This design comes from an exercise in tuning for small area on the open sky130 flow, not from production work.
No activity file was given, so power comes from the tool's default toggle rates.

rev 12:
==> flow/design.v (excerpt) <==
module deja_glitch_power (
	input	wire	clk_i,
	input	wire	rst_i,
	input	wire	stb_i,
	input	wire	we_i,
	input	wire	[3:0] adr_i,
	input	wire	[7:0] dat_i,
	output	reg		ack_o,
	output	reg		[7:0] dat_o,
	input	wire	run_i,
	output	reg		power_o
	);
localparam IDLE = 2'd0, RUN = 2'd1, FIN = 2'd2, RUN_IDLE = 2'd3;
reg	[15:0]	rcn;		 
wire	[15:0]	run_cnt = ~rcn;
reg	[15:0]	nit;		 
reg	[1:0]	state;
reg	[7:0]	size;
reg	[7:0]	step;
reg			finished;
wire m1 = step[0] & nit[0];
wire m2 = step[0] & nit[1];
wire m3 = step[0] & nit[2];
wire m4 = step[0] & nit[3];
wire m5 = step[0] & nit[4];
wire m6 = step[0] & nit[5];
wire m7 = step[0] & nit[6];
wire m8 = step[0] & nit[7];
wire m9 = step[0] & nit[8];
wire m10 = step[0] & nit[9];
wire m11 = step[0] & nit[10];
wire m12 = step[0] & nit[11];
wire m13 = step[0] & nit[12];
wire m14 = step[0] & nit[13];
wire m15 = step[0] & nit[14];
wire m16 = step[0] & nit[15];
wire m17 = step[1] & nit[0];
wire m18 = step[1] & nit[1];
wire m19 = step[1] & nit[2];
wire m20 = step[1] & nit[3];
wire m21 = step[1] & nit[4];
wire m22 = step[1] & nit[5];
wire m23 = step[1] & nit[6];
wire m24 = step[1] & nit[7];
wire m25 = step[1] & nit[8];
wire m26 = step[1] & nit[9];
wire m27 = step[1] & nit[10];
wire m28 = step[1] & nit[11];
wire m29 = step[1] & nit[12];
  ...
Size in the first run: about 500 cells after synthesis, roughly 27 I/O pins, roughly 0.0049 mm^2 of cells after synthesis.
clock: 6.0 ns
lec_check: 0
cap_margin: 20
core_margin: 2
core_utilization: 40
place_density: 0.6
slew_margin: 20
standard.sh (not shown) runs the stock make flow with config.mk's settings and CLKGATE_MAP_FILE= SYNTH_SCRIPT=/design/flow/synth_recipe.tcl, a recipe that flattens the netlist after the stock synthesis.
==> flow/flow/run.sh <==
#!/bin/bash
# Standard ORFS flow, with one extra step between synthesis and floorplan:
# flow/polar.py re-chooses signal polarities in the synthesized netlist (full
# adders and gates with complemented inputs/outputs) to remove inverters.
# Registers are not touched. Extra make settings (clock tree options, port
# buffer cell) come from flow/make_args.txt, one per line.
# Each tool's output goes to its own log file here.
set -euo pipefail
RES=orfs/results/${FLOW_PLATFORM}/deja_glitch_power/base
LIB=${FLOW_HOME}/platforms/${FLOW_PLATFORM}/lib/sky130_fd_sc_hd__tt_025C_1v80.lib
ARGS=()
if [[ -f flow/make_args.txt ]]; then
  while IFS= read -r line; do
    [[ -n "$line" ]] && ARGS+=("$line")
  done < flow/make_args.txt
fi

bash standard.sh synth > log_synth.txt 2>&1
cp ${RES}/1_2_yosys.v 1_2_yosys_standard.v
yosys -q -l log_yosys_json.txt -p "read_liberty -lib ${LIB}; read_verilog ${RES}/1_2_yosys.v; write_json polar_in.json" > /dev/null 2>&1
python3 flow/polar.py ${LIB} polar_in.json polar_out.json > log_polar.txt 2>&1
yosys -q -l log_yosys_write.txt -p "read_json polar_out.json; write_verilog -noattr -nohex -nodec ${RES}/1_2_yosys.v" > /dev/null 2>&1
rm -f ${RES}/1_synth.odb ${RES}/1_synth.sdc
bash standard.sh "${ARGS[@]}" finish > log_finish.txt 2>&1
==> flow/flow/make_args.txt <==
CTS_ARGS=-sink_clustering_enable -sink_clustering_size 32 -sink_clustering_max_diameter 300 -repair_clock_nets -dont_use_dummy_load -buf_list sky130_fd_sc_hd__clkbuf_8 -root_buf sky130_fd_sc_hd__clkbuf_8
BUFFER_PORTS_ARGS=-buffer_cell sky130_fd_sc_hd__buf_1
Other scripts of this flow, unchanged in this note and not shown: flow/flow/polar.py
Modified inputs, rev 13 compared to rev 12
==> flow/flow/make_args.txt <==
CTS_ARGS=-sink_clustering_enable -sink_clustering_size 64 -sink_clustering_max_diameter 500 -repair_clock_nets -dont_use_dummy_load -buf_list sky130_fd_sc_hd__clkbuf_16 -root_buf sky130_fd_sc_hd__clkbuf_16
BUFFER_PORTS_ARGS=-buffer_cell sky130_fd_sc_hd__buf_1
## What came out
Comparing rev 12 with rev 13, the actual transition at the worst max-transition pin came out essentially unchanged. On clock network fraction of design power: between rev 12 and rev 13, it ends up higher for rev 13. Compared with rev 12, rev 13 shows a sequential share of layout area that is 0.43 points lower. Storage element area essentially unchanged between rev 12 and rev 13. Between rev 12 and rev 13, the flip-flop and latch count figures differ only marginally. Rev 13: ratio of routed vias to standard cells is about 0.7% higher than what rev 12 reported. Final design instance area without fill of rev 13 exceeds that of rev 12 slightly. Against rev 12, rev 13 comes in 0.14 mW higher on post-route total power. Rev 13 packs its core more tightly than rev 12.
Function was not checked in any run of this note: the RTL went through the layout flow alone.

==> separate check: timing with driven ports <==
Ports are ideal in the flow. The routed layouts listed here were re-timed in OpenROAD.
Step 1 sets driving cells, clkbuf_16 on the clock port and buf_2 on the other inputs (assumed; they add their load-dependent delay and slew).
Step 2 moves the port delays by t, midway between the first and last clock arrival at a register: inputs arrive t later, outputs are due t later. That takes back most of the time a late clock gives input paths.
Slacks: ideal / step 1 / step 2; pairs: ideal / step 1.
| run | shift t [ns] | setup slack, ns | latest minus earliest clock arrival (ns) | worst register clock-pin slew, ns | pins driven straight from the clock port |
|---|---|---|---|---|---|
| rev 12 | 0.367 | 0.711 / 0.711 / 0.711 | 0.032 / 0.032 | 0.08 / 0.08 | 1 |
| rev 13 | 0.360 | 0.765 / 0.765 / 0.765 | 0.021 / 0.021 | 0.06 / 0.06 | 1 |
After both steps setup and hold are still met in every run listed.
